Source: an optimization exercise on an open RTL-to-GDS flow (aim: small area, a short achievable clock period and few clock cycles). Production flows keep margins and buffers that such runs may drop. The RTL was checked by simulation tests, not by an equivalence proof against the original design. Power is estimated from default activity; no workload was simulated.

==> flow/design.v <==
module projectCPU2022(
  clk,
  rst,
  wrEn,
  data_fromRAM,
  addr_toRAM,
  data_toRAM,
  PC,
  W
);
input clk, rst;
input wire [15:0] data_fromRAM;
output reg [15:0] data_toRAM;
output reg wrEn;
output reg [12:0] addr_toRAM;
output reg [12:0] PC;
output reg [15:0] W;
reg        stPC, stBus, stPtr, stWr, st2;
reg [2:0]  opcode;
reg [15:0] M;
reg        exe;       
reg        sub;       
wire [15:0] D     = data_fromRAM;
wire [12:0] PCinc = PC + 13'd1;
wire        opd0  = (D[12:0] == 13'd0);
wire        isADD = (opcode == 3'd0);
wire        isCMP = (opcode == 3'd4);
wire        isNOR = (opcode == 3'd1);
wire        isSRL = (opcode == 3'd2);
wire        isRRL = (opcode == 3'd3);
wire        isLD  = (opcode == 3'd6);
wire [15:0] p = M;
wire [15:0] g = W & ~M;
reg  [15:0] G, P;
integer j, s;
always @* begin
  G = g; P = p;
  G[0] = g[0] | (p[0] & sub);
  for (s = 1; s < 16; s = s * 2)
    for (j = 2 * s - 1; j < 16; j = j + 2 * s) begin
      G[j] = G[j] | (P[j] & G[j - s]);
      P[j] = P[j] & P[j - s];
    end
  for (s = 4; s >= 1; s = s / 2)
    for (j = 3 * s - 1; j < 16; j = j + 2 * s) begin
      G[j] = G[j] | (P[j] & G[j - s]);
      P[j] = P[j] & P[j - s];
    end
end
wire [15:0] sum = p ^ {G[14:0], sub};
wire        lt  = ~G[15];        
wire        eq  = &p;            
wire        left  = |M[15:4];
wire [3:0]  k     = M[3:0];
wire        fill  = isRRL;
reg  [15:0] Wrev, frev;
integer q;
always @* for (q = 0; q < 16; q = q + 1) Wrev[q] = W[15 - q];
wire [15:0] x0 = left ? Wrev : W;
wire [15:0] x1 = k[0] ? {x0[0]   & fill,       x0[15:1]} : x0;
wire [15:0] x2 = k[1] ? {x1[1:0] & {2{fill}},  x1[15:2]} : x1;
wire [15:0] x3 = k[2] ? {x2[3:0] & {4{fill}},  x2[15:4]} : x2;
wire [15:0] x4 = k[3] ? {x3[7:0] & {8{fill}},  x3[15:8]} : x3;
always @* for (q = 0; q < 16; q = q + 1) frev[q] = x4[15 - q];
wire [15:0] shres = left ? frev : x4;
wire        isSH  = isSRL | isRRL;
wire [15:0] cmpres = {{15{lt}}, ~eq};
wire [15:0] alu = ({16{isADD}} & sum) | ({16{isCMP}} & cmpres) | ({16{isNOR}} & ~(W | M)) |
                  ({16{isSH}} & shres) | ({16{isLD}} & M);
wire sFET = stPC & ~st2;
wire sDEC = stBus & ~st2;
wire sIND = stBus & st2;
wire sEXE = stPC & st2;
always @* begin
  addr_toRAM = ({13{stBus}} & D[12:0]) | ({13{stPC}} & PC) | ({13{stWr}} & M[12:0]) |
               {10'd0, stPtr, 2'd0};
  wrEn       = stWr;
  data_toRAM = W;
end
wire        cmpx  = sEXE && (opcode == 3'd4);
wire        addx  = sEXE && ((opcode == 3'd0) || (opcode == 3'd4));
always @(posedge clk) begin
  M   <= D ^ ({16{addx}} & W) ^ {16{cmpx}};
  sub <= cmpx;
end
always @(posedge clk) begin
  if (rst) begin
    stPC  <= 1'b1;
    stBus <= 1'b0;
    stPtr <= 1'b0;
    stWr  <= 1'b0;
    st2   <= 1'b0;
    PC    <= 13'd0;
    W     <= 16'd0;
    exe   <= 1'b0;
  end else begin
    exe <= 1'b0;
    if (exe)
      W <= alu;
    stPC  <= 1'b0;
    stBus <= 1'b0;
    stPtr <= 1'b0;
    stWr  <= 1'b0;
    st2   <= 1'b0;
    if (sFET)
      stBus <= 1'b1;                     
    if (sDEC) begin
      opcode <= D[15:13];
      if (D[15:13] != 3'd7)
        PC <= PCinc;
      if (opd0)
        stPtr <= 1'b1;                   
      else if (D[15:13] == 3'd7)
        stWr <= 1'b1;                    
      else begin
        stPC <= 1'b1;                    
        st2  <= 1'b1;
      end
    end
    if (stPtr) begin
      stBus <= 1'b1;                     
      st2   <= 1'b1;
    end
    if (sIND) begin
      if (opcode == 3'd7)
        stWr <= 1'b1;                    
      else begin
        stPC <= 1'b1;                    
        st2  <= 1'b1;
      end
    end
    if (sEXE) begin
      exe <= (opcode != 3'd5);
      if (opcode == 3'd5 && D == 16'd0) begin
        PC   <= W[12:0];
        stPC <= 1'b1;                    
      end else
        stBus <= 1'b1;                   
    end
    if (stWr) begin
      PC   <= PCinc;
      stPC <= 1'b1;                      
    end
  end
end
endmodule
==> flow/flow/run.sh <==
#!/bin/bash
# The standard layout, with every port buffered by buf_2 rather than the flow's default
# buffer choice (a delay cell). The ORFS logs stay under orfs/logs; make's output goes to
# standard.log.
set -euo pipefail
export BUFFER_PORTS_ARGS="-buffer_cell sky130_fd_sc_hd__buf_2"
bash standard.sh > standard.log 2>&1
==> flow/standard.sh <==
#!/bin/bash
# synth_recipe.tcl (not shown) runs the flow's synth.tcl, then flattens the netlist and writes it again
# the make line also repeats each setting of config.mk as NAME=value (left out here)
make -C /OpenROAD-flow-scripts/flow DESIGN_CONFIG=/design/flow/config.mk WORK_HOME=/design/flow/orfs CLKGATE_MAP_FILE= SYNTH_SCRIPT=/design/flow/synth_recipe.tcl "${@:-finish}"
==> flow/config.mk <==
export PLATFORM = sky130hd
export DESIGN_NAME = projectCPU2022
export DESIGN_NICKNAME = projectCPU2022
export VERILOG_FILES = /design/flow/design.v
export SDC_FILE = /design/flow/constraint.sdc
export NUM_CORES = 4
export LEC_CHECK = 0
export ABC_AREA = 1
export CAP_MARGIN = 5
export CORE_MARGIN = 2
export CORE_UTILIZATION = 40
export SETUP_SLACK_MARGIN = 2.5
export SLEW_MARGIN = 5
==> flow/constraint.sdc <==
create_clock -name core_clock -period 5.0 [get_ports {clk}]
set_input_delay 1.0000 -clock core_clock [delete_from_list [all_inputs] [get_ports {clk}]]
set_output_delay 1.0000 -clock core_clock [all_outputs]
set_load 0.01 [all_outputs]
==> summary.txt, run 1 <==
Tightest Pin Transition: 1.15 ns
Dpl hpwl: 14.0 mm
Critical path class: primary input to primary output
CTS tree: done
DR vias/cell: 5.70
Via count: 6147
Final min period: 2.49 ns
Compound-Gate Fraction of Synth Area: 16.5%
Crit. End Element: primary output
Yosys reg bits: 55
Final net count: 925
Mapped Cells: 847
Slowest stage cell, crit path: buf_2
First-pass GRT wire length: 29.5 mm
Slew margin rel.: 23.3%
Port bufs: 76
Post-synth top flop: dfxtp_1
Vias in the first global route: 5439
Number of flops mapped to enable cells by yosys: 3
Layout cells sized above 1: 19.6%
Area growth syn-to-layout: 17.8%
Post-synthesis simple-gate area fraction: 43.2%
Syn Area/Cell: 5.98 sq um
Final setup margin: 2.51 ns
H-tree depth: 2
Starting DRT DRC Count: 588
Max-cap viol count: 0
Seq/Total Area, Yosys: 22.3%
Post-Route Setup TNS: 0 ns
Cell area after synthesis: 5060 sq um
GRT overflow: 0
M1 GR Usage: 38.8%
# setup viols final: 0
Overall Global Routing Usage: 28.0%
Crit path from: data_fromRAM[0]
Largest stage delay, worst path: 0.17 ns
Reg2reg end: W[15]
Min-delay src: stPC
Hold Slack: 0.552 ns
Die height: 117 um
Worst EP arrival: 1.49 ns
Power Density: 213 nW/um^2
# DRC: 0
Post-Synth XOR/XNOR Area: 4.67%
Most frequent cells in the layout: 207 x nand3_1, 169 x nand2_1, 75 x inv_1, 73 x buf_2, 58 x o21ai_0
M2 GR Usage: 46.1%
Main combinational cell family by area after synthesis: simple AND/OR/NAND/NOR gates
ANT cells: 0
CTS Sinks: 55
Slew Limit Fails: 0
Crit path required time: 4.00 ns
Critical path cell sequence: buf_2 -> nand2_1 -> o221ai_2 -> buf_2
Routed wire per std cell: 17.6 um
Root Driver: clkbuf_16
Initial Util: 40.6%
Final cycle utilization of the critical path: 49.7%
Post-synthesis async set-or-reset flop share: 0%
Total wire length: 19.0 mm
Static Leak: 2.60 nW
RD Place Congestion: 0.906
IO Count: 77
Hold endpoint: exe
M3 GR Usage: 3.43%
Clock-pin slew on the worst setup and hold paths: 0.08 ns
YS warnings: 1
Reg-to-reg critical path startpoint: M[5]
Final Skew: 0.00924 ns
Mux cell area share after synthesis: 0%
Setup slack, reg-to-reg: 2.71 ns
CP delay by family, top: buffers and inverters
Most used cell, CP: buf_2
CTS buffer count: 5
Post-CTS Hold Fix Bufs: 0
Hold Path Class: flop to flop
Pre-CTS WS: 1.62 ns
Pin count of the biggest net entering global routing: 34
VDD IR-drop max: 0.132 mV
Initial antenna violation count: 0
Highest Clock Rate: 402 MHz
Result of the run: timing/DRC/antenna clean
Crit Path Max Fanout: 3
Worst skew pair latency: 0.31 ns
RSZ-0062 raised after global routing: true
Detail Route Antenna Nets: 0
Syn_nets: 866
Worst path buffer plus inverter count: 2
Row count: 41
Hold path depth: 2
Tot Pwr: 1.27 mW
Critical path startpoint category: primary input
Max clock buf depth: 2
Die ar.: 13600 sq um
Grt peak-use layer: met2
Core ar.: 12500 sq um
Commonest non-fill, non-tap cell in the layout: nand3_1
Hold Vio Cnt, Final: 0
R2R depth: 14
DRT Pass-1 Iters: 5
Die width: 117 um
Yosys cell types: 41
Synth Area in Adders: 0.247%
where the power goes:
| group | leakage (nW) | switching, mW | internal, mW |
|---|---|---|---|
| registers | 0.457 | 0.0495 | 0.464 |
| logic | 2.06 | 0.214 | 0.115 |
| clock network | 0.0844 | 0.189 | 0.240 |
| total | 2.60 | 0.453 | 0.819 |
how the worst max path moves through the flow:
stage | end | slack (ns) | cells after the start
2_1_floorplan | PC[9] | 2.61 | 12
3_3_place_gp | PC[9] | 1.61 | 11
3_5_place_dp | PC[9] | 1.62 | 11
4_1_cts | PC[9] | 2.46 | 11
5_1_grt | addr_toRAM[1] | 2.49 | 4
6_report | addr_toRAM[0] | 2.51 | 4
metrics by stage:
| step | area, sq um | utilization [%] | std cells |
|---|---|---|---|
| global route | 5970 | 47.9 | 1079 |
| CTS | 5770 | 46.3 | 1070 |
| global placement | 5360 | 43.0 | 1043 |
| floorplan | 5060 | - | 847 |
| finish | 5970 | 47.9 | 1079 |
| detailed placement | 5360 | 43.0 | 1043 |
registers in the layout, summed over array words and instances, names as in the netlist, 3 cells and up:
signal and count:
M 16, W 16, PC 13, opcode 3
Yosys cell counts (6+ instances only):
library cell | n | area, sq um
nand3_1 | 208 | 1040
nand2_1 | 172 | 646
inv_1 | 84 | 315
o21ai_0 | 58 | 290
dfxtp_1 | 52 | 1040
nor2_1 | 48 | 180
a21oi_1 | 41 | 205
xor2_1 | 24 | 210
clkbuf_1 | 21 | 78.8
nor3_1 | 19 | 95.1
buf_4 | 16 | 120
o221ai_1 | 16 | 140
o211ai_1 | 11 | 82.6
buf_2 | 8 | 40.0
inv_2 | 7 | 26.3
buf_6 | 6 | 67.6
nand4_1 | 6 | 37.5
nor4_1 | 6 | 37.5
metal layers:
layer / part of all wire, % / vias to the layer above
li1: - / 3005
met1: 44 / 2837
met2: 47 / 278
met3: 7.8 / 27
met4: 1.9 / 0
met5: 0 / -
final cells by class:
type                            instances  area [sq um]
Multi-Input combinational cell        646          3420
Sequential cell                        55          1150
Fill cell                            1335          6500
Inverter                               91           383
Tap cell                              172           215
Clock buffer                            5           125
Timing Repair Buffer                  101           594
Timing Repair inverter                  6          32.5
Clock inverter                          3          47.5
worst register-to-register path: cells and delay by family (launching register included):
family | cells | cell delay (ns)
simple gates | 11 | 1.44
buf+inv | 3 | 0.45
flops | 1 | 0.34
cell families after synthesis:
logic type | after synthesis
compound gates | 141
xor+xnor | 27
fa+ha+maj | 1
buf+inv | 146
flops | 55
simple gates | 477
repair_timing:
item	in CTS	in global routing
gates cloned	5	1
buffers inserted	14	8
setup endpoints to repair	38	34
pin swaps	5	10
resized for setup	30	32
Testbench counts, summed over its fixed seeds: cycles 57,384.
==> run 2: changes to the inputs <==
--- a/flow/config.mk
+++ b/flow/config.mk
@@ -8,3 +8,3 @@
 export ABC_AREA = 1
-export CAP_MARGIN = 5
+export CAP_MARGIN = 20
 export CORE_MARGIN = 2
@@ -12,2 +12,3 @@
 export SETUP_SLACK_MARGIN = 2.5
-export SLEW_MARGIN = 5
+export SLEW_MARGIN = 20
+export TNS_END_PERCENT = 0
==> run 2 against run 1 <==
Hold slack worse by 0.016 ns; clock power hardly changed; cell count hardly changed; global-route usage is 0.25 points lower; largest cell class unchanged; sequential power hardly changed.
==> summary.txt, run 2 <==
Result of the run: timing/DRC/antenna clean (unchanged)
CTS Sinks: 55 (unchanged)
Clock-pin slew on the worst setup and hold paths: 0.08 ns (about the same)
Critical path class: flop to primary output (was primary input to primary output)
Max clock buf depth: 2 (unchanged)
Worst EP arrival: 1.53 ns (was 1.49 ns)
Post-Route Setup TNS: 0 ns (unchanged)
Placed cells: 1043 (unchanged)
Final net count: 926 (was 925)
Mapped Cells: 847 (unchanged)
Min-delay src: stPtr (was stPC)
Area leader, netlist: dfxtp_1 (unchanged)
Commonest non-fill, non-tap cell in the layout: nand3_1 (unchanged)
Placed cell area: 5360 sq um (unchanged)
RSZ-0062 raised after global routing: true (unchanged)
Yosys reg bits: 55 (unchanged)
Detail Route Antenna Nets: 0 (unchanged)
Starting DRT DRC Count: 516 (was 588)
Seq/Total Area, Yosys: 22.3% (unchanged)
VDD IR-drop max: 0.130 mV (was 0.132 mV)
Top Registers: M (16), W (16), PC (13) (unchanged)
Overall Global Routing Usage: 27.8% (was 28.0%)
# setup viols final: 0 (unchanged)
Layout cells sized above 1: 18.9% (was 19.6%)
Final setup margin: 2.47 ns (was 2.51 ns)
Area of the multi-input gates: 3380 sq um (was 3420 sq um)
Number of flops mapped to enable cells by yosys: 3 (unchanged)
Fill cells: 1349 (was 1335)
Post-synth top flop: dfxtp_1 (unchanged)
P_sw: 0.451 mW (was 0.453 mW)
Pre-CTS WS: 1.62 ns (unchanged)
Clock Power Share: 33.8% (was 33.7%)
Most frequent cells in the layout: 207 x nand3_1, 170 x nand2_1, 76 x inv_1, 75 x buf_2, 58 x o21ai_0 (was 207 x nand3_1, 169 x nand2_1, 75 x inv_1, 73 x buf_2, 58 x o21ai_0)
Core ar.: 12500 sq um (unchanged)
Row count: 41 (unchanged)
IO Count: 77 (unchanged)
DRT Pass-1 Iters: 6 (was 5)
Reg2reg end: W[6] (was W[15])
Final Skew: 0.00788 ns (was 0.00924 ns)
First-pass GRT wire length: 29.3 mm (was 29.5 mm)
Post-CTS Hold Fix Bufs: 0 (unchanged)
Cell area after synthesis: 5060 sq um (unchanged)
Seq pwr share: 40.4% (was 40.3%)
Post-synthesis async set-or-reset flop share: 0% (unchanged)
Port bufs: 76 (unchanged)
Internal power: 0.818 mW (was 0.819 mW)
Register area: 1140 sq um (was 1150 sq um)
Crit. End Element: primary output (unchanged)
Main area contributors after synthesis: dfxtp_1 21%, nand3_1 21%, nand2_1 13%, inv_1 6.2%, o21ai_0 5.7% (unchanged)
Crit Path Max Fanout: 14 (was 3)
Die width: 117 um (unchanged)
YS warnings: 1 (unchanged)
Total wire length: 18.9 mm (was 19.0 mm)
Switching share of power: 35.5% (was 35.6%)
Critical path startpoint category: flop (was primary input)
Area growth syn-to-layout: 17.3% (was 17.8%)
Slew margin rel.: 25.7% (was 23.3%)
GRT overflow: 0 (unchanged)
Die height: 117 um (unchanged)
Max-cap viol count: 0 (unchanged)
Dpl hpwl: 14.0 mm (unchanged)
Hold path depth: 2 (unchanged)
Highest Clock Rate: 395 MHz (was 402 MHz)
Hold Path Class: flop to flop (unchanged)
Routed wire per std cell: 17.5 um (was 17.6 um)
Post-synth top area share: 20.6% (unchanged)
Reg-to-reg critical path startpoint: W[8] (was M[5])
Worst skew pair latency: 0.31 ns (about the same)
Yosys cell types: 41 (unchanged)
Via count: 6165 (was 6147)
Slew Limit Fails: 0 (unchanged)
R2R depth: 9 (was 14)
Tot Pwr: 1.27 mW (about the same)
Syn_nets: 866 (unchanged)
Setup slack, reg-to-reg: 2.68 ns (was 2.71 ns)
Hold Slack: 0.536 ns (was 0.552 ns)
Final instance area: 5940 sq um (was 5970 sq um)
Hold endpoint: stBus (was exe)
ANT cells: 0 (unchanged)
Power Density: 214 nW/um^2 (was 213 nW/um^2)
Final min period: 2.53 ns (was 2.49 ns)
Crit path required time: 4.00 ns (about the same)
H-tree depth: 2 (unchanged)
Initial antenna violation count: 0 (unchanged)
Vias in the first global route: 5414 (was 5439)
Static Leak: 2.60 nW (about the same)
DR vias/cell: 5.71 (was 5.70)
CTS buffer count: 5 (unchanged)
Comb pwr share: 25.7% (was 25.9%)
Hold Vio Cnt, Final: 0 (unchanged)
Initial Util: 40.6% (unchanged)
Final cycle utilization of the critical path: 50.6% (was 49.7%)
Fin util: 47.6% (was 47.9%)
# DRC: 0 (unchanged)
Post-synth top cells: 208 x nand3_1, 172 x nand2_1, 84 x inv_1 (unchanged)
Fin cells: 1080 (was 1079)
RD Place Congestion: 0.906 (unchanged)
Tightest Pin Transition: 1.11 ns (was 1.15 ns)
Pin count of the biggest net entering global routing: 34 (unchanged)
Root Driver: clkbuf_16 (unchanged)
CTS tree: done (unchanged)
Most common cell in the synthesized netlist: nand3_1 (unchanged)
Die ar.: 13600 sq um (unchanged)
Syn Area/Cell: 5.98 sq um (unchanged)
==> run 2: layout make-up <==
cell class	instances	share of cell area, %
clock buffer	5	2.11
clock inverter	3	0.801
inverter	91	6.36
multi-input combinational	646	56.9
sequential	55	19.3
tap	172	3.62
timing repair buffer	102	10.3
timing repair inverter	6	0.548
==> run 2: logic make-up (layout without fill, tap and decap cells) <==
group           after synthesis  in the layout  share of synthesized area, %
simple gates                477            477                          43.2
fa+ha+maj                     1              1                         0.247
xor+xnor                     27             27                          4.67
compound gates              141            141                          16.5
flops                        55             55                          22.3
buf+inv                     146            207                          13.1
==> run 2: worst max-delay path by stage <==
| stage | start | end | slack [ns] | cells past startpoint |
|---|---|---|---|---|
| floorplan | data_fromRAM[8] | PC[9] | 2.61 | 12 |
| global placement | data_fromRAM[5] | PC[9] | 1.61 | 11 |
| detailed placement | data_fromRAM[5] | PC[9] | 1.62 | 11 |
| CTS | data_fromRAM[2] | addr_toRAM[2] | 2.43 | 4 |
| global route | stPC | addr_toRAM[5] | 2.44 | 4 |
| finish | stPC | addr_toRAM[5] | 2.47 | 4 |
==> run 2: power by group through the flow <==
| stage | clock [mW] | sequential [mW] | combinational [mW] |
|---|---|---|---|
| 3_5_place_dp | 0 | 0.519 | 0.292 |
| 5_1_grt | 0.444 | 0.518 | 0.361 |
| 3_3_place_gp | 0 | 0.520 | 0.293 |
| 2_1_floorplan | 0 | 0.501 | 0.220 |
| 4_1_cts | 0.432 | 0.511 | 0.301 |
| 6_report | 0.429 | 0.513 | 0.327 |
==> run 2: layer usage <==
metal	up-vias	GRT usage, %	share of wire, %
li1	3014	-	-
met1	2833	38.8	44
met2	290	45.8	47
met3	28	3.17	7.4
met4	0	6.98	1.3
met5	-	0	0
==> run 2: worst max-delay path, cell delays in order, from the launching register on <==
cell        delay (ns)
dfxtp_1           0.46
clkinvlp_4        0.17
buf_12            0.17
o221ai_2          0.23
buf_2             0.18
==> run 2: timing repair <==
action / in CTS / in global routing
resized for setup: 18 / 29
hold endpoints to repair: 0 / 0
gates cloned: 5 / 1
pin swaps: 3 / 6
setup endpoints to repair: 38 / 39
buffers inserted: 7 / 16
==> run 3: changes to the inputs <==
--- a/flow/config.mk
+++ b/flow/config.mk
@@ -13,2 +13,2 @@
 export SLEW_MARGIN = 20
-export TNS_END_PERCENT = 0
+export TNS_END_PERCENT = 20
==> run 3 against run 2 <==
Still clean on timing, DRC and antenna; synthesized area is the same; hold slack gained 0.0025 ns; core utilization shrank 0.090 points; largest power group unchanged.
==> summary.txt, run 3 <==
Crit Path Max Fanout: 14 (unchanged)
Routed wire per std cell: 17.7 um (was 17.5 um)
Setup slack, reg-to-reg: 2.69 ns (was 2.68 ns)
Clock-pin slew on the worst setup and hold paths: 0.08 ns (about the same)
Result of the run: timing/DRC/antenna clean (unchanged)
P_sw: 0.449 mW (was 0.451 mW)
CTS Sinks: 55 (unchanged)
Initial Util: 40.6% (unchanged)
Vias in the first global route: 5427 (was 5414)
Post-CTS Hold Fix Bufs: 0 (unchanged)
Critical path class: flop to primary output (unchanged)
Crit path from: stPC (unchanged)
Pin count of the biggest net entering global routing: 34 (unchanged)
Crit. End Element: primary output (unchanged)
Final instance area: 5930 sq um (was 5940 sq um)
Syn Area/Cell: 5.98 sq um (unchanged)
Critical path startpoint category: flop (unchanged)
DR vias/cell: 5.75 (was 5.71)
Internal power: 0.817 mW (was 0.818 mW)
VDD IR-drop max: 0.131 mV (was 0.130 mV)
GRT overflow: 0 (unchanged)
Syn_nets: 866 (unchanged)
Worst Setup EP: addr_toRAM[5] (unchanged)
Tot Pwr: 1.27 mW (about the same)
IO Count: 77 (unchanged)
Reg2reg end: W[15] (was W[6])
Hold Path Class: flop to flop (unchanged)
Static Leak: 2.59 nW (was 2.60 nW)
Area leader, netlist: dfxtp_1 (unchanged)
Slew margin rel.: 27.4% (was 25.7%)
Hold Vio Cnt, Final: 0 (unchanged)
Placed cell area: 5360 sq um (unchanged)
RSZ-0062 raised after global routing: true (unchanged)
Comb pwr share: 25.8% (was 25.7%)
Switching share of power: 35.5% (about the same)
Port bufs: 76 (unchanged)
DRT Pass-1 Iters: 7 (was 6)
RD Place Congestion: 0.906 (unchanged)
Final Skew: 0.00756 ns (was 0.00788 ns)
# setup viols final: 0 (unchanged)
Die width: 117 um (unchanged)
Seq/Total Area, Yosys: 22.3% (unchanged)
Slew Limit Fails: 0 (unchanged)
Worst skew pair latency: 0.31 ns (about the same)
Power Density: 214 nW/um^2 (about the same)
Mapped Cells: 847 (unchanged)
Tightest Pin Transition: 1.09 ns (was 1.11 ns)
Yosys reg bits: 55 (unchanged)
CTS buffer count: 5 (unchanged)
Post-synth top cells: 208 x nand3_1, 172 x nand2_1, 84 x inv_1 (unchanged)
Initial antenna violation count: 0 (unchanged)
Row count: 41 (unchanged)
Final net count: 924 (was 926)
Total wire length: 19.1 mm (was 18.9 mm)
Area growth syn-to-layout: 17.1% (was 17.3%)
Main area contributors after synthesis: dfxtp_1 21%, nand3_1 21%, nand2_1 13%, inv_1 6.2%, o21ai_0 5.7% (unchanged)
Max clock buf depth: 2 (unchanged)
Number of flops mapped to enable cells by yosys: 3 (unchanged)
Most common cell in the synthesized netlist: nand3_1 (unchanged)
Die height: 117 um (unchanged)
Max-cap viol count: 0 (unchanged)
Die ar.: 13600 sq um (unchanged)
Layout cells sized above 1: 19.0% (was 18.9%)
Root Driver: clkbuf_16 (unchanged)
Final cycle utilization of the critical path: 50.4% (was 50.6%)
Starting DRT DRC Count: 597 (was 516)
CTS tree: done (unchanged)
H-tree depth: 2 (unchanged)
Worst EP arrival: 1.52 ns (was 1.53 ns)
R2R depth: 14 (was 9)
Yosys cell types: 41 (unchanged)
Commonest non-fill, non-tap cell in the layout: nand3_1 (unchanged)
Via count: 6195 (was 6165)
Final min period: 2.52 ns (was 2.53 ns)
Cell area after synthesis: 5060 sq um (unchanged)
Detail Route Antenna Nets: 0 (unchanged)
Post-synth top flop: dfxtp_1 (unchanged)
Post-Route Setup TNS: 0 ns (unchanged)
YS warnings: 1 (unchanged)
Dpl hpwl: 14.0 mm (unchanged)
Clock Power Share: 33.7% (was 33.8%)
# DRC: 0 (unchanged)
Seq pwr share: 40.6% (was 40.4%)
Post-synth top area share: 20.6% (unchanged)
First-pass GRT wire length: 29.5 mm (was 29.3 mm)
ANT cells: 0 (unchanged)
Highest Clock Rate: 397 MHz (was 395 MHz)
Post-synthesis async set-or-reset flop share: 0% (unchanged)
Crit path required time: 4.00 ns (about the same)
Overall Global Routing Usage: 28.0% (was 27.8%)
Core ar.: 12500 sq um (unchanged)
Top Registers: M (16), W (16), PC (13) (unchanged)
Most frequent cells in the layout: 207 x nand3_1, 170 x nand2_1, 76 x inv_1, 75 x buf_2, 58 x o21ai_0 (unchanged)
Reg-to-reg critical path startpoint: M[5] (was W[8])
-- run 3: cell counts after synthesis --
No cell type changed its count.
-- run 3: how the worst min path moves through the flow --
stage | startpoint | endpoint | cells past startpoint
3_3_place_gp | stPtr | stBus | 2
3_5_place_dp | stPC | exe | 2
2_1_floorplan | stPtr | stBus | 2
6_report | stPtr | stBus | 2
4_1_cts | stPtr | stBus | 2
5_1_grt | stPtr | stBus | 2
-- run 3: cells by family (layout without fill, tap and decap cells) --
group	Yosys count	count (layout)	share of synthesized area [%]
AO/OA/AOI/OAI	141	141	16.5
XOR/XNOR	27	27	4.67
adder cells (fa/ha/maj)	1	1	0.247
buffers and inverters	146	205	13.1
flip-flops	55	55	22.3
AND/OR/NAND/NOR	477	477	43.2
-- run 3: power groups by stage --
stage	sequential (mW)	combinational, mW	clock [mW]
final	0.513	0.326	0.426
after global routing	0.518	0.361	0.445
after CTS	0.511	0.302	0.432
after detailed placement	0.519	0.292	0
after global placement	0.520	0.293	0
after floorplan	0.501	0.220	0
-- run 3: per-stage QoR --
step | util [%] | setup slack, ns | hold slack [ns] | cells
after floorplan | - | 2.61 | 0.451 | 847
after global placement | 43.0 | 1.61 | 0.494 | 1043
after detailed placement | 43.0 | 1.62 | 0.504 | 1043
after CTS | 45.7 | 2.43 | 0.522 | 1065
after global routing | 47.5 | 2.44 | 0.560 | 1078
final | 47.5 | 2.48 | 0.538 | 1078
-- run 3: layout make-up --
class / count / area, sq um
fill: 1342 / 6540
multi-input combinational: 646 / 3400
sequential: 55 / 1140
timing repair buffer: 100 / 587
inverter: 91 / 378
tap: 172 / 215
clock buffer: 5 / 125
clock inverter: 3 / 47.5
timing repair inverter: 6 / 32.5
-- run 3: repair_timing --
item	4_1_cts	5_1_grt
setup endpoints to repair	38	35
cloned	5	1
buffers inserted	9	11
pin swaps	4	7
gates resized for setup	20	30
-- run 3: layer usage --
metal  vias up  routed length (um)  part of all wire [%]  track usage [%]
li1       3004                   -                     -                -
met1      2865                8400                    44             39.2
met2       293                8900                    47             46.0
met3        33                1460                   7.7             3.06
met4         0                 347                   1.8             7.38
met5         -                   0                     0                0
-- run 3: critical path, cell delays in order, from the launching register on --
cell and delay, ns:
dfxtp_1 0.46, clkinvlp_4 0.17, buf_12 0.17, o221ai_2 0.23, buf_2 0.18
==> run 4: changes to the inputs <==
--- a/flow/config.mk
+++ b/flow/config.mk
@@ -13,2 +13 @@
 export SLEW_MARGIN = 20
-export TNS_END_PERCENT = 20
==> run 4 against run 3 <==
Cell count up 0.19%; combinational power up 1%; non-clock buffer count up 2; wire length down 0.37%; sequential share of layout area down 0.14 points; critical path type is now primary input to primary output.
==> summary.txt, run 4 <==
Hold Vio Cnt, Final: 0 (unchanged)
VDD IR-drop max: 0.131 mV (about the same)
First-pass GRT wire length: 29.5 mm (about the same)
Die width: 117 um (unchanged)
Slew margin rel.: 27.7% (was 27.4%)
Critical path class: primary input to primary output (was flop to primary output)
Dpl hpwl: 14.0 mm (unchanged)
Post-Route Setup TNS: 0 ns (unchanged)
Result of the run: timing/DRC/antenna clean (unchanged)
Most common cell in the synthesized netlist: nand3_1 (unchanged)
Root Driver: clkbuf_16 (unchanged)
CTS Sinks: 55 (unchanged)
Overall Global Routing Usage: 28.0% (about the same)
Seq/Total Area, Yosys: 22.3% (unchanged)
Pin count of the biggest net entering global routing: 34 (unchanged)
Fin cells: 1080 (was 1078)
GRT overflow: 0 (unchanged)
Initial antenna violation count: 0 (unchanged)
Initial Util: 40.6% (unchanged)
Post-synthesis async set-or-reset flop share: 0% (unchanged)
Vias in the first global route: 5439 (was 5427)
Area of the multi-input gates: 3420 sq um (was 3400 sq um)
Static Leak: 2.61 nW (was 2.59 nW)
Worst EP arrival: 1.48 ns (was 1.52 ns)
Tot Pwr: 1.27 mW (about the same)
Hold Slack: 0.555 ns (was 0.538 ns)
Max clock buf depth: 2 (unchanged)
Routed wire per std cell: 17.6 um (was 17.7 um)
Post-synth top flop: dfxtp_1 (unchanged)
DRT Pass-1 Iters: 5 (was 7)
Commonest non-fill, non-tap cell in the layout: nand3_1 (unchanged)
Register area: 1150 sq um (was 1140 sq um)
Post-CTS Hold Fix Bufs: 0 (unchanged)
Row count: 41 (unchanged)
Syn Area/Cell: 5.98 sq um (unchanged)
Reg-to-reg critical path startpoint: M[5] (unchanged)
Main area contributors after synthesis: dfxtp_1 21%, nand3_1 21%, nand2_1 13%, inv_1 6.2%, o21ai_0 5.7% (unchanged)
IO Count: 77 (unchanged)
Total wire length: 19.0 mm (was 19.1 mm)
Crit. End Element: primary output (unchanged)
Layout cells sized above 1: 19.8% (was 19.0%)
Crit path from: data_fromRAM[0] (was stPC)
Max-cap viol count: 0 (unchanged)
# DRC: 0 (unchanged)
Syn_nets: 866 (unchanged)
Mapped Cells: 847 (unchanged)
Placed cells: 1043 (unchanged)
Crit path required time: 4.00 ns (about the same)
Clock-pin slew on the worst setup and hold paths: 0.08 ns (about the same)
Critical path startpoint category: primary input (was flop)
Core ar.: 12500 sq um (unchanged)
Fill cells: 1334 (was 1342)
Yosys cell types: 41 (unchanged)
Die height: 117 um (unchanged)
H-tree depth: 2 (unchanged)
Die ar.: 13600 sq um (unchanged)
Final min period: 2.48 ns (was 2.52 ns)
RD Place Congestion: 0.906 (unchanged)
Area growth syn-to-layout: 18.0% (was 17.1%)
Tightest Pin Transition: 1.08 ns (was 1.09 ns)
Slew Limit Fails: 0 (unchanged)
Post-synth top area share: 20.6% (unchanged)
Detail Route Antenna Nets: 0 (unchanged)
Crit Path Max Fanout: 3 (was 14)
Highest Clock Rate: 403 MHz (was 397 MHz)
Final cycle utilization of the critical path: 49.6% (was 50.4%)
Via count: 6183 (was 6195)
Top Registers: M (16), W (16), PC (13) (unchanged)
Number of flops mapped to enable cells by yosys: 3 (unchanged)
Final Skew: 0.00915 ns (was 0.00756 ns)
CTS buffer count: 5 (unchanged)
Port bufs: 76 (unchanged)
Power Density: 213 nW/um^2 (was 214 nW/um^2)
YS warnings: 1 (unchanged)
RSZ-0062 raised after global routing: true (unchanged)
Yosys reg bits: 55 (unchanged)
Starting DRT DRC Count: 579 (was 597)
Post-synth top cells: 208 x nand3_1, 172 x nand2_1, 84 x inv_1 (unchanged)
ANT cells: 0 (unchanged)
Worst skew pair latency: 0.31 ns (about the same)
Most frequent cells in the layout: 207 x nand3_1, 169 x nand2_1, 75 x inv_1, 73 x buf_2, 58 x o21ai_0 (was 207 x nand3_1, 170 x nand2_1, 76 x inv_1, 75 x buf_2, 58 x o21ai_0)
Min-delay src: stPC (was stPtr)
Area leader, netlist: dfxtp_1 (unchanged)
DR vias/cell: 5.73 (was 5.75)
Hold Path Class: flop to flop (unchanged)
# setup viols final: 0 (unchanged)
Final net count: 926 (was 924)
CTS tree: done (unchanged)
Cell area after synthesis: 5060 sq um (unchanged)
-- run 4: cell counts after synthesis --
Identical to the previous run, type by type.
-- run 4: path summary, 6_finish.rpt --
| check | endpoint | slack (ns) | cells after the start |
|---|---|---|---|
| max | addr_toRAM[0] | 2.52 | 4 |
| min | exe | 0.56 | 2 |
| max reg2reg | W[15] | 2.69 | 14 |
| min reg2reg | exe | 0.56 | 2 |
-- run 4: per-layer routing --
layer / global-route usage, % / share of wire (%) / vias up
met5: 0 / 0 / -
met4: 7.78 / 2.0 / 0
met3: 3.43 / 7.5 / 31
met2: 46.1 / 47 / 303
met1: 38.8 / 44 / 2843
li1: - / - / 3006
-- run 4: power by group --
group | switching [mW] | total [mW] | internal (mW)
combinational | 0.214 | 0.330 | 0.116
sequential | 0.0493 | 0.513 | 0.464
clock | 0.189 | 0.429 | 0.240
-- run 4: critical path, stage by stage --
cell and delay [ns]:
buf_2 0.15, nand2_1 0.08, o221ai_2 0.08, buf_2 0.17
-- run 4: cell type report --
class / instances / share of cell area [%]
Timing Repair Buffer: 102 / 10.1
Inverter: 91 / 6.41
Clock buffer: 5 / 2.09
Timing Repair inverter: 6 / 0.544
Multi-Input combinational cell: 646 / 57.3
Sequential cell: 55 / 19.2
Clock inverter: 3 / 0.796
Tap cell: 172 / 3.60
-- run 4: stage by stage --
| stage | setup slack, ns | util (%) | cell area [sq um] |
|---|---|---|---|
| 2_1_floorplan | 2.61 | - | 5060 |
| 4_1_cts | 2.46 | 46.3 | 5770 |
| 3_3_place_gp | 1.61 | 43.0 | 5360 |
| 5_1_grt | 2.49 | 47.9 | 5980 |
| 3_5_place_dp | 1.62 | 43.0 | 5360 |
| 6_report | 2.52 | 47.9 | 5980 |
-- run 4: what timing repair did --
| action | CTS | global route |
|---|---|---|
| setup buffers | 14 | 8 |
| resized for setup | 30 | 32 |
| pin swaps | 5 | 10 |
| endpoints found under the setup margin | 38 | 34 |
| gates cloned | 5 | 1 |
-- run 4: logic make-up after synthesis --
kind of cell / count (synthesis) / synth area share (%)
buffers and inverters: 146 / 13.1
adders and majority gates: 1 / 0.247
AOI/OAI and AO/OA: 141 / 16.5
and+or+nand+nor: 477 / 43.2
xor gates and xnor gates: 27 / 4.67
DFF: 55 / 22.3
==> run 5: changes to the inputs <==
--- a/flow/config.mk
+++ b/flow/config.mk
@@ -10,3 +10,3 @@
 export CORE_MARGIN = 2
-export CORE_UTILIZATION = 40
+export CORE_UTILIZATION = 48
 export SETUP_SLACK_MARGIN = 2.5
==> run 5 against run 4 <==
Setup slack is essentially flat; sequential share of layout area up 0.40 points; core utilization grew 9.7 points; still clean; critical endpoint is now addr_toRAM[4]; synthesized cell count unchanged; design area down 0.86%; largest power group unchanged; via count grew 5.5%; critical path depth stayed put; largest cell class unchanged; clock power is 39% lower.
==> summary.txt, run 5 <==
Static Leak: 2.64 nW (was 2.61 nW)
Hold Vio Cnt, Final: 0 (unchanged)
Die ar.: 11400 sq um (was 13600 sq um)
Post-synth top cells: 208 x nand3_1, 172 x nand2_1, 84 x inv_1 (unchanged)
Detail Route Antenna Nets: 0 (unchanged)
Critical path startpoint category: primary input (unchanged)
Fin cells: 1055 (was 1080)
P_sw: 0.438 mW (was 0.453 mW)
RD Place Congestion: 0.959 (was 0.906)
Seq/Total Area, Yosys: 22.3% (unchanged)
Comb pwr share: 30.7% (was 25.9%)
DR vias/cell: 6.18 (was 5.73)
Vias in the first global route: 5871 (was 5439)
Initial Util: 49.3% (was 40.6%)
YS warnings: 1 (unchanged)
Main area contributors after synthesis: dfxtp_1 21%, nand3_1 21%, nand2_1 13%, inv_1 6.2%, o21ai_0 5.7% (unchanged)
Most frequent cells in the layout: 206 x nand3_1, 169 x nand2_1, 73 x inv_1, 73 x buf_2, 57 x o21ai_0 (was 207 x nand3_1, 169 x nand2_1, 75 x inv_1, 73 x buf_2, 58 x o21ai_0)
Result of the run: timing/DRC/antenna clean (unchanged)
Yosys cell types: 41 (unchanged)
Max-cap viol count: 0 (unchanged)
Routed wire per std cell: 19.2 um (was 17.6 um)
Syn_nets: 866 (unchanged)
Worst EP arrival: 1.48 ns (about the same)
Final net count: 937 (was 926)
# setup viols final: 0 (unchanged)
Final min period: 2.48 ns (about the same)
Tot Pwr: 1.12 mW (was 1.27 mW)
Top Registers: M (16), W (16), PC (13) (unchanged)
Row count: 37 (was 41)
IO Count: 77 (unchanged)
# DRC: 0 (unchanged)
CTS Sinks: 55 (unchanged)
Placed cells: 1004 (was 1043)
Mapped Cells: 847 (unchanged)
Post-synth top area share: 20.6% (unchanged)
Area leader, netlist: dfxtp_1 (unchanged)
ANT cells: 0 (unchanged)
Commonest non-fill, non-tap cell in the layout: nand3_1 (unchanged)
Yosys reg bits: 55 (unchanged)
Number of flops mapped to enable cells by yosys: 3 (unchanged)
CTS tree: done (unchanged)
CTS buffer count: 5 (unchanged)
Total wire length: 20.3 mm (was 19.0 mm)
VDD IR-drop max: 0.124 mV (was 0.131 mV)
Core ar.: 10300 sq um (was 12500 sq um)
Clock-pin slew on the worst setup and hold paths: 0.10 ns (was 0.08 ns)
Cell area after synthesis: 5060 sq um (unchanged)
Final Skew: 0.00720 ns (was 0.00915 ns)
Highest Clock Rate: 403 MHz (about the same)
First-pass GRT wire length: 31.1 mm (was 29.5 mm)
Slew margin rel.: 47.2% (was 27.7%)
H-tree depth: 2 (unchanged)
Max clock buf depth: 2 (unchanged)
Post-Route Setup TNS: 0 ns (unchanged)
Pin count of the biggest net entering global routing: 34 (unchanged)
Final cycle utilization of the critical path: 49.6% (about the same)
Port bufs: 76 (unchanged)
Root Driver: clkbuf_8 (was clkbuf_16)
Most common cell in the synthesized netlist: nand3_1 (unchanged)
Worst skew pair latency: 0.33 ns (was 0.31 ns)
Area growth syn-to-layout: 17.0% (was 18.0%)
Crit Path Max Fanout: 2 (was 3)
Seq pwr share: 46.0% (was 40.3%)
GRT overflow: 0 (unchanged)
Power Density: 189 nW/um^2 (was 213 nW/um^2)
Crit. End Element: primary output (unchanged)
Syn Area/Cell: 5.98 sq um (unchanged)
Layout cells sized above 1: 20.7% (was 19.8%)
Via count: 6525 (was 6183)
Post-synthesis async set-or-reset flop share: 0% (unchanged)
Clock Power Share: 23.4% (was 33.7%)
Dpl hpwl: 14.3 mm (was 14.0 mm)
Internal power: 0.681 mW (was 0.820 mW)
Hold Path Class: flop to flop (unchanged)
Initial antenna violation count: 0 (unchanged)
Post-CTS Hold Fix Bufs: 0 (unchanged)
RSZ-0062 raised after global routing: true (unchanged)
Tightest Pin Transition: 0.791 ns (was 1.08 ns)
Post-synth top flop: dfxtp_1 (unchanged)
Overall Global Routing Usage: 34.6% (was 28.0%)
Die width: 107 um (was 117 um)
Die height: 107 um (was 117 um)
Critical path class: primary input to primary output (unchanged)
Starting DRT DRC Count: 685 (was 579)
Fin util: 57.6% (was 47.9%)
Switching share of power: 39.1% (was 35.6%)
Crit path required time: 4.00 ns (about the same)
Slew Limit Fails: 0 (unchanged)
DRT Pass-1 Iters: 6 (was 5)
-- run 5: cell counts after synthesis --
Identical to the previous run, type by type.
-- run 5: power groups by stage --
stage | clock (mW) | combinational, mW | sequential [mW]
3_5_place_dp | 0 | 0.288 | 0.525
2_1_floorplan | 0 | 0.220 | 0.501
6_report | 0.262 | 0.344 | 0.515
3_3_place_gp | 0 | 0.284 | 0.524
4_1_cts | 0.265 | 0.302 | 0.515
5_1_grt | 0.278 | 0.376 | 0.518
-- run 5: area by class of cell --
cell class | count | area, sq um
fillers | 1051 | 4350
multi-input cells | 647 | 3400
flip-flops and latches | 55 | 1160
repair buffers | 114 | 711
inverters | 91 | 380
well taps | 136 | 170
clock buffers | 5 | 68.8
repair inverters | 4 | 20.0
clock inverters | 3 | 15.0
-- run 5: logic make-up (layout without fill, tap and decap cells) --
logic type	Yosys count	after routing	synth area share (%)
buffers and inverters	146	217	13.1
AO/OA/AOI/OAI	141	141	16.5
adder cells (fa/ha/maj)	1	1	0.247
XOR/XNOR	27	27	4.67
flip-flops	55	55	22.3
AND/OR/NAND/NOR	477	478	43.2
-- run 5: critical path: stages --
cell and delay, ns:
buf_2 0.12, inv_2 0.05, o221ai_2 0.16, buf_2 0.16
-- run 5: worst paths after layout --
check,start,to,slack (ns),cells after the start
worst max register to register,M[11],W[15],2.64,14
worst min-delay path,stPtr,stBus,0.52,2
worst max-delay path,data_fromRAM[4],addr_toRAM[4],2.52,4
worst min register to register,stPtr,stBus,0.52,2
-- run 5: per-layer routing --
metal	track usage, %	part of all wire (%)	up-vias
met1	45.9	40	3041
met4	13.6	3.5	0
met3	5.11	10	51
li1	-	-	3024
met5	0	0	-
met2	56.6	46	409
-- run 5: what timing repair did --
action                                  in CTS  in global routing
pin swaps                                    4                  9
endpoints found under the setup margin      41                 40
buffers inserted                            11                 27
gates resized for setup                     26                 36
hold endpoints to repair                     0                  0
cloned                                       4                  1
-- run 5: per-stage QoR --
step | hold slack (ns) | setup slack [ns] | cell area [sq um]
floorplan | 0.451 | 2.61 | 5060
global placement | 0.489 | 1.71 | 5290
detailed placement | 0.491 | 1.62 | 5290
CTS | 0.511 | 2.43 | 5560
global route | 0.545 | 2.44 | 5920
finish | 0.524 | 2.52 | 5920
==> run 6: changes to the inputs <==
--- a/flow/config.mk
+++ b/flow/config.mk
@@ -10,3 +10,5 @@
 export CORE_MARGIN = 2
-export CORE_UTILIZATION = 48
+export CORE_UTILIZATION = 40
+export CTS_CLUSTER_DIAMETER = 150
+export CTS_CLUSTER_SIZE = 40
 export SETUP_SLACK_MARGIN = 2.5
==> run 6 against run 5 <==
Count of clock-buffer cells in the layout stayed put; setup slack barely moved; fmax barely moved; critical path depth is the same; combinational power decreased by 4%; non-clock buffer count decreased by 12; largest cell class unchanged; highest routed layer unchanged.
==> summary.txt, run 6 <==
Result of the run: timing/DRC/antenna clean (unchanged)
DRT Pass-1 Iters: 5 (was 6)
Slew margin rel.: 27.7% (was 47.2%)
Max-cap viol count: 0 (unchanged)
Highest Clock Rate: 403 MHz (about the same)
Most common cell in the synthesized netlist: nand3_1 (unchanged)
Top Registers: M (16), W (16), PC (13) (unchanged)
YS warnings: 1 (unchanged)
Worst skew pair latency: 0.31 ns (was 0.33 ns)
IO Count: 77 (unchanged)
Commonest non-fill, non-tap cell in the layout: nand3_1 (unchanged)
Post-synth top flop: dfxtp_1 (unchanged)
Detail Route Antenna Nets: 0 (unchanged)
Post-synth top area share: 20.6% (unchanged)
Crit Path Max Fanout: 3 (was 2)
RD Place Congestion: 0.906 (was 0.959)
CTS buffer count: 5 (unchanged)
Static Leak: 2.61 nW (was 2.64 nW)
Main area contributors after synthesis: dfxtp_1 21%, nand3_1 21%, nand2_1 13%, inv_1 6.2%, o21ai_0 5.7% (unchanged)
Pin count of the biggest net entering global routing: 34 (unchanged)
Initial antenna violation count: 0 (unchanged)
Fin util: 47.9% (was 57.6%)
Crit path required time: 4.00 ns (about the same)
Area leader, netlist: dfxtp_1 (unchanged)
Yosys reg bits: 55 (unchanged)
Clock-pin slew on the worst setup and hold paths: 0.08 ns (was 0.10 ns)
RSZ-0062 raised after global routing: true (unchanged)
Final net count: 926 (was 937)
Mux cell area share after synthesis: 0% (unchanged)
Fill cells: 1334 (was 1051)
Synth Area in Adders: 0.247% (unchanged)
Final min period: 2.48 ns (about the same)
Seq/Total Area, Yosys: 22.3% (unchanged)
Dpl hpwl: 14.0 mm (was 14.3 mm)
Hold Vio Cnt, Final: 0 (unchanged)
GRT overflow: 0 (unchanged)
DR vias/cell: 5.73 (was 6.18)
Row count: 41 (was 37)
Yosys cell types: 41 (unchanged)
Post-synthesis async set-or-reset flop share: 0% (unchanged)
Number of flops mapped to enable cells by yosys: 3 (unchanged)
Power Density: 213 nW/um^2 (was 189 nW/um^2)
Post-Synth XOR/XNOR Area: 4.67% (unchanged)
Layout cells sized above 1: 19.8% (was 20.7%)
Total wire length: 19.0 mm (was 20.3 mm)
Area growth syn-to-layout: 18.0% (was 17.0%)
Critical path startpoint category: primary input (unchanged)
Post-synthesis simple-gate area fraction: 43.2% (unchanged)
Main combinational cell family by area after synthesis: simple AND/OR/NAND/NOR gates (unchanged)
Routed wire per std cell: 17.6 um (was 19.2 um)
CTS Sinks: 55 (unchanged)
Via count: 6183 (was 6525)
Vias in the first global route: 5439 (was 5871)
Pre-CTS WS: 1.62 ns (about the same)
VDD IR-drop max: 0.131 mV (was 0.124 mV)
Final cycle utilization of the critical path: 49.6% (about the same)
Final setup margin: 2.52 ns (about the same)
Syn Area/Cell: 5.98 sq um (unchanged)
Mapped Cells: 847 (unchanged)
Die ar.: 13600 sq um (was 11400 sq um)
Core ar.: 12500 sq um (was 10300 sq um)
Slew Limit Fails: 0 (unchanged)
ANT cells: 0 (unchanged)
Post-Route Setup TNS: 0 ns (unchanged)
Overall Global Routing Usage: 28.0% (was 34.6%)
Initial Util: 40.6% (was 49.3%)
Hold Path Class: flop to flop (unchanged)
Syn_nets: 866 (unchanged)
CTS tree: done (unchanged)
Worst EP arrival: 1.48 ns (about the same)
Die height: 117 um (was 107 um)
H-tree depth: 2 (unchanged)
First-pass GRT wire length: 29.5 mm (was 31.1 mm)
Starting DRT DRC Count: 579 (was 685)
Final Skew: 0.00915 ns (was 0.00720 ns)
Critical path class: primary input to primary output (unchanged)
# DRC: 0 (unchanged)
Tightest Pin Transition: 1.08 ns (was 0.791 ns)
Cell area after synthesis: 5060 sq um (unchanged)
# setup viols final: 0 (unchanged)
Crit. End Element: primary output (unchanged)
Post-synth top cells: 208 x nand3_1, 172 x nand2_1, 84 x inv_1 (unchanged)
Die width: 117 um (was 107 um)
Port bufs: 76 (unchanged)
Post-CTS Hold Fix Bufs: 0 (unchanged)
Max clock buf depth: 2 (unchanged)
Compound-Gate Fraction of Synth Area: 16.5% (unchanged)
Most frequent cells in the layout: 207 x nand3_1, 169 x nand2_1, 75 x inv_1, 73 x buf_2, 58 x o21ai_0 (was 206 x nand3_1, 169 x nand2_1, 73 x inv_1, 73 x buf_2, 57 x o21ai_0)
Root Driver: clkbuf_16 (was clkbuf_8)
## run 6: cell counts after synthesis
No cell type changed its count.
## run 6: path summary, 6_finish.rpt
kind                                 startpoint       endpoint  slack, ns  cells after the start
worst max-delay path            data_fromRAM[0]  addr_toRAM[0]       2.52                      4
worst min-delay path                       stPC            exe       0.56                      2
worst max register to register             M[5]          W[15]       2.69                     14
worst min register to register             stPC            exe       0.56                      2
## run 6: through the flow
step | cell area (sq um) | hold slack (ns) | total power [mW] | cells
floorplan | 5060 | 0.451 | 0.721 | 847
global placement | 5360 | 0.494 | 0.813 | 1043
detailed placement | 5360 | 0.504 | 0.811 | 1043
CTS | 5770 | 0.535 | 1.25 | 1070
global route | 5980 | 0.565 | 1.33 | 1080
finish | 5980 | 0.555 | 1.27 | 1080
## run 6: cells by family after synthesis
family	count (synthesis)
DFF	55
adders and majority gates	1
xor gates and xnor gates	27
AOI/OAI and AO/OA	141
buffers and inverters	146
and+or+nand+nor	477
## run 6: layer usage
metal	routed length, um	vias to the layer above	GRT usage, %
met5	0	-	0
met4	388	0	7.78
met3	1420	31	3.43
met2	8900	303	46.1
met1	8330	2843	38.8
li1	-	3006	-
## run 6: final cells by class
type	instances	area [sq um]	area share (%)
multi-input combinational	646	3420	57.3
timing repair buffer	102	602	10.1
sequential	55	1150	19.2
tap	172	215	3.60
clock buffer	5	125	2.09
clock inverter	3	47.5	0.796
timing repair inverter	6	32.5	0.544
inverter	91	383	6.41
## run 6: report_power, final
part / switching [mW] / internal (mW) / total (mW)
Combinational: 0.214 / 0.116 / 0.330
Clock: 0.189 / 0.240 / 0.429
Sequential: 0.0493 / 0.464 / 0.513
Total: 0.453 / 0.820 / 1.27
## run 6: what timing repair did
item                                    in CTS  in global routing
endpoints found under the setup margin      38                 34
gates cloned                                 5                  1
pin swaps                                    5                 10
buffers inserted                            14                  8
gates resized for setup                     30                 32
## run 6: critical path, stage by stage
cell and delay (ns):
buf_2 0.15, nand2_1 0.08, o221ai_2 0.08, buf_2 0.17
==> run 7: changes to the inputs <==
==> flow/flow/run.sh (replaced) <==
#!/bin/bash
# The standard layout with two changes:
#  - every port is buffered by buf_2 rather than the flow's default buffer choice (a delay cell);
#  - synthesis is synth_recipe.tcl unchanged except that ABC maps the combinational logic with
#    flow/abc.script (area-oriented mapping); flip-flops are mapped before ABC runs, so the
#    registers, their names and cell types are those of the standard synthesis.
# Logs: standard.log (make) and the ORFS step logs under orfs/logs.
set -euo pipefail
here=$(pwd)
{
  echo 'proc abc {args} {'
  echo '  set i [lsearch -exact $args -script]'
  echo "  if {\$i >= 0} { lset args [expr {\$i + 1}] $here/flow/abc.script }"
  echo '  yosys abc {*}$args'
  echo '}'
  cat synth_recipe.tcl
} > synth_own.tcl
export BUFFER_PORTS_ARGS="-buffer_cell sky130_fd_sc_hd__buf_2"
bash standard.sh SYNTH_SCRIPT=$here/synth_own.tcl finish > standard.log 2>&1
==> flow/flow/abc.script (new file) <==
strash
dch -f
amap
topo
stime -c
--- a/flow/config.mk
+++ b/flow/config.mk
@@ -11,4 +11,2 @@
 export CORE_UTILIZATION = 40
-export CTS_CLUSTER_DIAMETER = 150
-export CTS_CLUSTER_SIZE = 40
 export SETUP_SLACK_MARGIN = 2.5
==> run 7 against run 6 <==
Still clean; wire length is 3.6% higher; hold slack lost 0.023 ns; sequential share of layout area is 0.99 points lower; first-iteration DRC count is 12% higher; critical path depth is 11 higher; synthesized area fell by 16%; fmax fell by 15%; core utilization is 16 points higher; combinational power increased by 16%; critical endpoint is now W[11]; largest power group unchanged; highest routed layer unchanged.
==> summary.txt, run 7 <==
Clock-pin slew on the worst setup and hold paths: 0.11 ns (was 0.08 ns)
Post-synth top cells: 86 x nor2_1, 61 x clkinv_1, 52 x dfxtp_1 (was 208 x nand3_1, 172 x nand2_1, 84 x inv_1)
Core ar.: 10300 sq um (was 12500 sq um)
Syn Area/Cell: 7.18 sq um (was 5.98 sq um)
Max-cap viol count: 0 (unchanged)
Post-synth top flop: dfxtp_1 (unchanged)
DRT Pass-1 Iters: 6 (was 5)
Routed wire per std cell: 22.0 um (was 17.6 um)
Dpl hpwl: 12.3 mm (was 14.0 mm)
Yosys reg bits: 55 (unchanged)
Pin count of the biggest net entering global routing: 33 (was 34)
Area leader, netlist: dfxtp_1 (unchanged)
Slew Limit Fails: 0 (unchanged)
Total wire length: 19.7 mm (was 19.0 mm)
Port bufs: 76 (unchanged)
ANT cells: 0 (unchanged)
Final min period: 2.94 ns (was 2.48 ns)
Critical path class: flop to flop (was primary input to primary output)
Yosys cell types: 33 (was 41)
Result of the run: timing/DRC/antenna clean (unchanged)
CTS buffer count: 5 (unchanged)
Commonest non-fill, non-tap cell in the layout: buf_4 (was nand3_1)
Root Driver: clkbuf_8 (was clkbuf_16)
Fin util: 63.6% (was 47.9%)
# DRC: 0 (unchanged)
# setup viols final: 0 (unchanged)
Die height: 107 um (was 117 um)
Via count: 5951 (was 6183)
RD Place Congestion: 0.912 (was 0.906)
Largest stage delay, worst path: 0.35 ns (was 0.17 ns)
GRT overflow: 0 (unchanged)
Comb pwr share: 32.8% (was 25.9%)
Highest Clock Rate: 341 MHz (was 403 MHz)
Slew margin rel.: 36.8% (was 27.7%)
Switching share of power: 37.2% (was 35.6%)
Final Skew: 0.0140 ns (was 0.00915 ns)
Tightest Pin Transition: 0.946 ns (was 1.08 ns)
CTS tree: done (unchanged)
IO Count: 77 (unchanged)
Post-synthesis async set-or-reset flop share: 0% (unchanged)
Area growth syn-to-layout: 53.8% (was 18.0%)
Crit Path Max Fanout: 4 (was 3)
Post-synth top area share: 24.4% (was 20.6%)
Overall Global Routing Usage: 31.7% (was 28.0%)
H-tree depth: 2 (unchanged)
Starting DRT DRC Count: 647 (was 579)
Detail Route Antenna Nets: 0 (unchanged)
Worst EP arrival: 3.18 ns (was 1.48 ns)
Internal power: 0.736 mW (was 0.820 mW)
YS warnings: 1 (unchanged)
Clock Power Share: 22.5% (was 33.7%)
CTS Sinks: 55 (unchanged)
Layout cells sized above 1: 43.0% (was 19.8%)
RSZ-0062 raised after global routing: true (unchanged)
Vias in the first global route: 5283 (was 5439)
Crit path required time: 5.24 ns (was 4.00 ns)
Number of flops mapped to enable cells by yosys: 3 (unchanged)
Critical path startpoint category: flop (was primary input)
Seq pwr share: 44.7% (was 40.3%)
Post-Route Setup TNS: 0 ns (unchanged)
Post-CTS Hold Fix Bufs: 0 (unchanged)
Final net count: 778 (was 926)
Mapped Cells: 594 (was 847)
Worst skew pair latency: 0.33 ns (was 0.31 ns)
Initial Util: 41.3% (was 40.6%)
Die width: 107 um (was 117 um)
Max clock buf depth: 2 (unchanged)
VDD IR-drop max: 0.150 mV (was 0.131 mV)
Main area contributors after synthesis: dfxtp_1 24%, o22a_1 9.6%, nor2_1 7.6%, o22ai_1 6.2%, clkinv_1 5.4% (was dfxtp_1 21%, nand3_1 21%, nand2_1 13%, inv_1 6.2%, o21ai_0 5.7%)
Most common cell in the synthesized netlist: nor2_1 (was nand3_1)
Hold Path Class: flop to flop (unchanged)
Row count: 37 (was 41)
Seq/Total Area, Yosys: 26.5% (was 22.3%)
Crit. End Element: flop (was primary output)
Top Registers: M (16), W (16), PC (13) (unchanged)
Syn_nets: 613 (was 866)
Die ar.: 11500 sq um (was 13600 sq um)
Power Density: 179 nW/um^2 (was 213 nW/um^2)
Slowest stage cell, crit path: dfxtp_2 (was buf_2)
First-pass GRT wire length: 28.3 mm (was 29.5 mm)
Static Leak: 2.40 nW (was 2.61 nW)
Hold Vio Cnt, Final: 0 (unchanged)
DR vias/cell: 6.64 (was 5.73)
P_sw: 0.435 mW (was 0.453 mW)
Final cycle utilization of the critical path: 58.7% (was 49.6%)
Most frequent cells in the layout: 83 x buf_4, 81 x nor2_1, 65 x buf_2, 47 x o22a_1, 40 x nand2_1 (was 207 x nand3_1, 169 x nand2_1, 75 x inv_1, 73 x buf_2, 58 x o21ai_0)
Cell area after synthesis: 4270 sq um (was 5060 sq um)
Critical path cell sequence: clkinv_4 -> nand4_1 -> buf_4 -> nor3_4 -> buf_4 -> o22ai_2 -> o22a_1 -> o22a_1 -> buf_4 -> o22a_1 -> o22ai_1 -> nor2_1 -> nor2_1 -> o21ai_0 -> a221oi_1 (was buf_2 -> nand2_1 -> o221ai_2 -> buf_2)
Initial antenna violation count: 0 (unchanged)
run 7: cell count changes after synthesis, moves of 21 or more:
cell      delta
nand2_1    -130
nor2_1      +38
o22a_1      +47
xor2_1      -24
o22ai_1     +39
clkbuf_1    -21
nand3_1    -203
inv_1       -84
clkinv_1    +61
run 7: critical path, delay by kind of cell (launching register included):
| family | cells | cell delay (ns) |
|---|---|---|
| and+or+nand+nor | 4 | 0.56 |
| DFF | 1 | 0.35 |
| AOI/OAI and AO/OA | 7 | 1.36 |
| buffers and inverters | 4 | 0.56 |
run 7: metrics by stage:
| stage | hold slack [ns] | cell area, sq um | setup slack [ns] | total power [mW] | instances |
|---|---|---|---|---|---|
| final | 0.532 | 6560 | 2.06 | 1.17 | 896 |
| after global routing | 0.545 | 6560 | 1.91 | 1.22 | 896 |
| after CTS | 0.549 | 5700 | 2.07 | 1.10 | 851 |
| after detailed placement | 0.544 | 4830 | 1.03 | 0.781 | 797 |
| after global placement | 0.534 | 4830 | 1.08 | 0.778 | 797 |
| after floorplan | 0.461 | 4340 | 1.89 | 0.683 | 594 |
run 7: layout make-up:
cell class	count	area (sq um)
Clock buffer	6	72.6
Clock inverter	2	13.8
Fill cell	885	3760
Inverter	61	335
Multi-Input combinational cell	463	3500
Sequential cell	55	1190
Tap cell	136	170
Timing Repair Buffer	171	1250
Timing Repair inverter	2	25.0
run 7: power by group through the flow:
| stage | Sequential, mW | Clock (mW) | Combinational [mW] |
|---|---|---|---|
| final | 0.524 | 0.264 | 0.384 |
| after global routing | 0.528 | 0.285 | 0.410 |
| after CTS | 0.518 | 0.264 | 0.318 |
| after detailed placement | 0.530 | 0 | 0.251 |
| after global placement | 0.528 | 0 | 0.250 |
| after floorplan | 0.518 | 0 | 0.165 |
run 7: final timing paths:
check	from	to	slack [ns]	cells after the start
worst min register to register	PC[0]	PC[0]	0.53	1
worst max-delay path	M[12]	W[11]	2.06	15
worst max register to register	M[12]	W[11]	2.06	15
worst min-delay path	PC[0]	PC[0]	0.53	1
run 7: repair_timing:
item	in CTS	in global routing
gates resized for setup	122	113
buffers inserted	44	44
setup endpoints to repair	45	42
gates cloned	2	1
pin swaps	51	74
run 7: cells by family after synthesis:
logic type	count (synthesis)	share of synthesized area [%]
flops	55	26.5
fa+ha+maj	1	0.293
xor+xnor	6	1.23
simple gates	194	19.8
buf+inv	77	8.18
compound gates	261	44.0
run 7: metal layers:
layer | GRT usage, % | part of all wire [%] | vias up
li1 | - | - | 2674
met1 | 42.4 | 41 | 2823
met2 | 50.9 | 46 | 376
met3 | 5.45 | 9.0 | 78
met4 | 12.2 | 3.4 | 0
met5 | 0 | 0 | -
==> run 8: changes to the inputs <==
==> flow/flow/abc.script (replaced) <==
strash
dch -f
amap
topo
buffer -c
upsize -c
dnsize -c
==> run 8 against run 7 <==
Still clean; setup slack worse by 0.048 ns; wire length down 8.4%; sequential power down 0.8%; flip-flop and latch count unchanged; first-iteration DRC count down 17%; hold slack better by 0.0031 ns; register-to-register slack worse by 0.05 ns; clock skew down 0.0080 ns; global-route usage down 4.7 points; fmax down 1.6%; critical endpoint is now W[12].
==> summary.txt, run 8 <==
First-pass GRT wire length: 27.0 mm (was 28.3 mm)
Detail Route Antenna Nets: 0 (unchanged)
Number of flops mapped to enable cells by yosys: 3 (unchanged)
Reg-to-reg critical path startpoint: M[10] (was M[12])
Top Registers: M (16), W (16), PC (13) (unchanged)
Initial Util: 41.4% (was 41.3%)
Final net count: 746 (was 778)
Static Leak: 2.19 nW (was 2.40 nW)
Max clock buf depth: 2 (unchanged)
VDD IR-drop max: 0.190 mV (was 0.150 mV)
Post-synthesis async set-or-reset flop share: 0% (unchanged)
Final Skew: 0.00601 ns (was 0.0140 ns)
Area growth syn-to-layout: 33.1% (was 53.8%)
Pre-CTS WS: 1.40 ns (was 1.03 ns)
Dpl hpwl: 12.2 mm (was 12.3 mm)
CTS Sinks: 55 (unchanged)
Syn_nets: 657 (was 613)
CP delay by family, top: compound AO/OA/AOI/OAI gates (unchanged)
Critical path cell sequence: inv_4 -> nand4_1 -> nor3_4 -> buf_6 -> buf_4 -> o22ai_2 -> o22a_1 -> o22a_1 -> buf_4 -> o22a_1 -> o22ai_2 -> nand2_1 -> a21oi_2 -> nor4_1 -> o21ai_1 -> a22oi_1 -> nor2_1 (was clkinv_4 -> nand4_1 -> buf_4 -> nor3_4 -> buf_4 -> o22ai_2 -> o22a_1 -> o22a_1 -> buf_4 -> o22a_1 -> o22ai_1 -> nor2_1 -> nor2_1 -> o21ai_0 -> a221oi_1)
Post-synth top cells: 82 x nor2_1, 52 x dfxtp_1, 47 x inv_1, 47 x o22a_1, 42 x nand2_1 (was 86 x nor2_1, 61 x clkinv_1, 52 x dfxtp_1)
Via count: 5596 (was 5951)
Worst skew pair latency: 0.30 ns (was 0.33 ns)
Max-cap viol count: 0 (unchanged)
Final min period: 2.98 ns (was 2.94 ns)
Hold endpoint: PC[0] (unchanged)
Slew Limit Fails: 0 (unchanged)
Crit. End Element: flop (unchanged)
ANT cells: 0 (unchanged)
Root Driver: clkbuf_16 (was clkbuf_8)
Crit path required time: 5.24 ns (about the same)
IO Count: 77 (unchanged)
Starting DRT DRC Count: 537 (was 647)
Cell area after synthesis: 4550 sq um (was 4270 sq um)
Core ar.: 11000 sq um (was 10300 sq um)
Slowest stage cell, crit path: dfxtp_4 (was dfxtp_2)
Result of the run: timing/DRC/antenna clean (unchanged)
RD Place Congestion: 0.942 (was 0.912)
R2R depth: 17 (was 15)
Layout cells sized above 1: 36.4% (was 43.0%)
Fill cells: 1016 (was 885)
Tightest Pin Transition: 0.802 ns (was 0.946 ns)
Initial antenna violation count: 0 (unchanged)
Vias in the first global route: 4992 (was 5283)
Commonest non-fill, non-tap cell in the layout: nor2_1 (was buf_4)
Yosys reg bits: 55 (unchanged)
GRT overflow: 0 (unchanged)
Min-delay src: PC[0] (unchanged)
Worst EP arrival: 3.22 ns (was 3.18 ns)
CTS buffer count: 5 (unchanged)
Die height: 111 um (was 107 um)
Row count: 38 (was 37)
Worst path buffer plus inverter count: 4 (unchanged)
DR vias/cell: 6.45 (was 6.64)
Register area: 1170 sq um (was 1190 sq um)
H-tree depth: 2 (unchanged)
Main area contributors after synthesis: dfxtp_1 23%, o22a_1 9.1%, nor2_1 6.8%, o22ai_1 5.5%, o21ai_0 4.0% (was dfxtp_1 24%, o22a_1 9.6%, nor2_1 7.6%, o22ai_1 6.2%, clkinv_1 5.4%)
Seq/Total Area, Yosys: 24.9% (was 26.5%)
Yosys cell types: 47 (was 33)
Total wire length: 18.1 mm (was 19.7 mm)
Final setup margin: 2.02 ns (was 2.06 ns)
Critical path startpoint category: flop (unchanged)
Routed wire per std cell: 20.8 um (was 22.0 um)
Pin count of the biggest net entering global routing: 33 (unchanged)
Final cycle utilization of the critical path: 59.7% (was 58.7%)
Die ar.: 12200 sq um (was 11500 sq um)
YS warnings: 1 (unchanged)
Syn Area/Cell: 7.13 sq um (was 7.18 sq um)
Hold path depth: 1 (unchanged)
Critical path class: flop to flop (unchanged)
Most frequent cells in the layout: 80 x nor2_1, 66 x buf_2, 51 x buf_4, 47 x o22a_1, 42 x nand2_1 (was 83 x buf_4, 81 x nor2_1, 65 x buf_2, 47 x o22a_1, 40 x nand2_1)
Crit Path Max Fanout: 6 (was 4)
run 8: cell count changes in the layout (fill, tap and decap cells not counted), sizes merged:
cell      delta
clkinvlp     +9
clkinv      -52
buf         -33
clkbuf       -1
inv         +45
nor3         -1
bufinv       +1
run 8: metrics by stage:
step	power, mW	utilization [%]	hold slack [ns]	instance area [sq um]	cells
after global routing	1.31	55.1	0.572	6050	868
final	1.26	55.1	0.535	6050	868
after global placement	0.777	44.2	0.562	4860	800
after floorplan	0.696	-	0.461	4560	638
after detailed placement	0.780	44.2	0.569	4860	800
after CTS	1.22	50.4	0.541	5540	845
run 8: what timing repair did:
| action | 4_1_cts | 5_1_grt |
|---|---|---|
| hold endpoints to repair | 0 | 0 |
| buffers inserted | 34 | 22 |
| endpoints found under the setup margin | 48 | 43 |
| hold buffers | 0 | 0 |
| resized for setup | 84 | 74 |
| pin swaps | 33 | 30 |
| gates cloned | 3 | 1 |
run 8: metal layers:
layer	track usage [%]	part of all wire [%]
met1	35.7	44
met2	42.8	45
met3	8.23	9.0
met4	6.83	2.1
met5	0	0
run 8: power by group:
group / switching (mW) / total, mW / leakage [nW] / internal, mW
Sequential: 0.0552 / 0.520 / 0.460 / 0.465
Combinational: 0.187 / 0.329 / 1.64 / 0.143
Clock: 0.175 / 0.412 / 0.0818 / 0.237
Total: 0.417 / 1.26 / 2.19 / 0.845
run 8: logic make-up (layout without fill, tap and decap cells):
family	Yosys count	in the layout	synth area share (%)
fa+ha+maj	1	1	0.275
xor+xnor	6	6	1.16
flops	55	55	24.9
compound gates	261	261	42.9
buf+inv	121	211	11.8
simple gates	194	194	19.0
run 8: cell type report:
cell class | instances | area share (%)
Multi-Input combinational cell | 462 | 53.6
Sequential cell | 55 | 19.3
Timing Repair Buffer | 138 | 16.7
Inverter | 61 | 4.32
Tap cell | 140 | 2.89
Clock buffer | 5 | 2.07
Clock inverter | 3 | 0.703
Timing Repair inverter | 4 | 0.413
run 8: worst max path at each step:
stage / from / to / slack (ns) / cells after the start
after detailed placement: M[0] / W[13] / 1.40 / 14
final: M[10] / W[12] / 2.02 / 17
after floorplan: W[0] / W[15] / 2.50 / 15
after global routing: M[9] / W[12] / 1.89 / 17
after global placement: M[0] / W[13] / 1.59 / 14
after CTS: M[10] / W[1] / 2.11 / 14

Re-timed with assumed drivers on the ports (clkbuf_16 on the clock, buf_2 on other inputs), run 8 has 2.017 ns of setup slack against 2.017 ns with ideal ports, and 2.017 ns once port delays also move by the mid clock arrival of 0.334 ns.
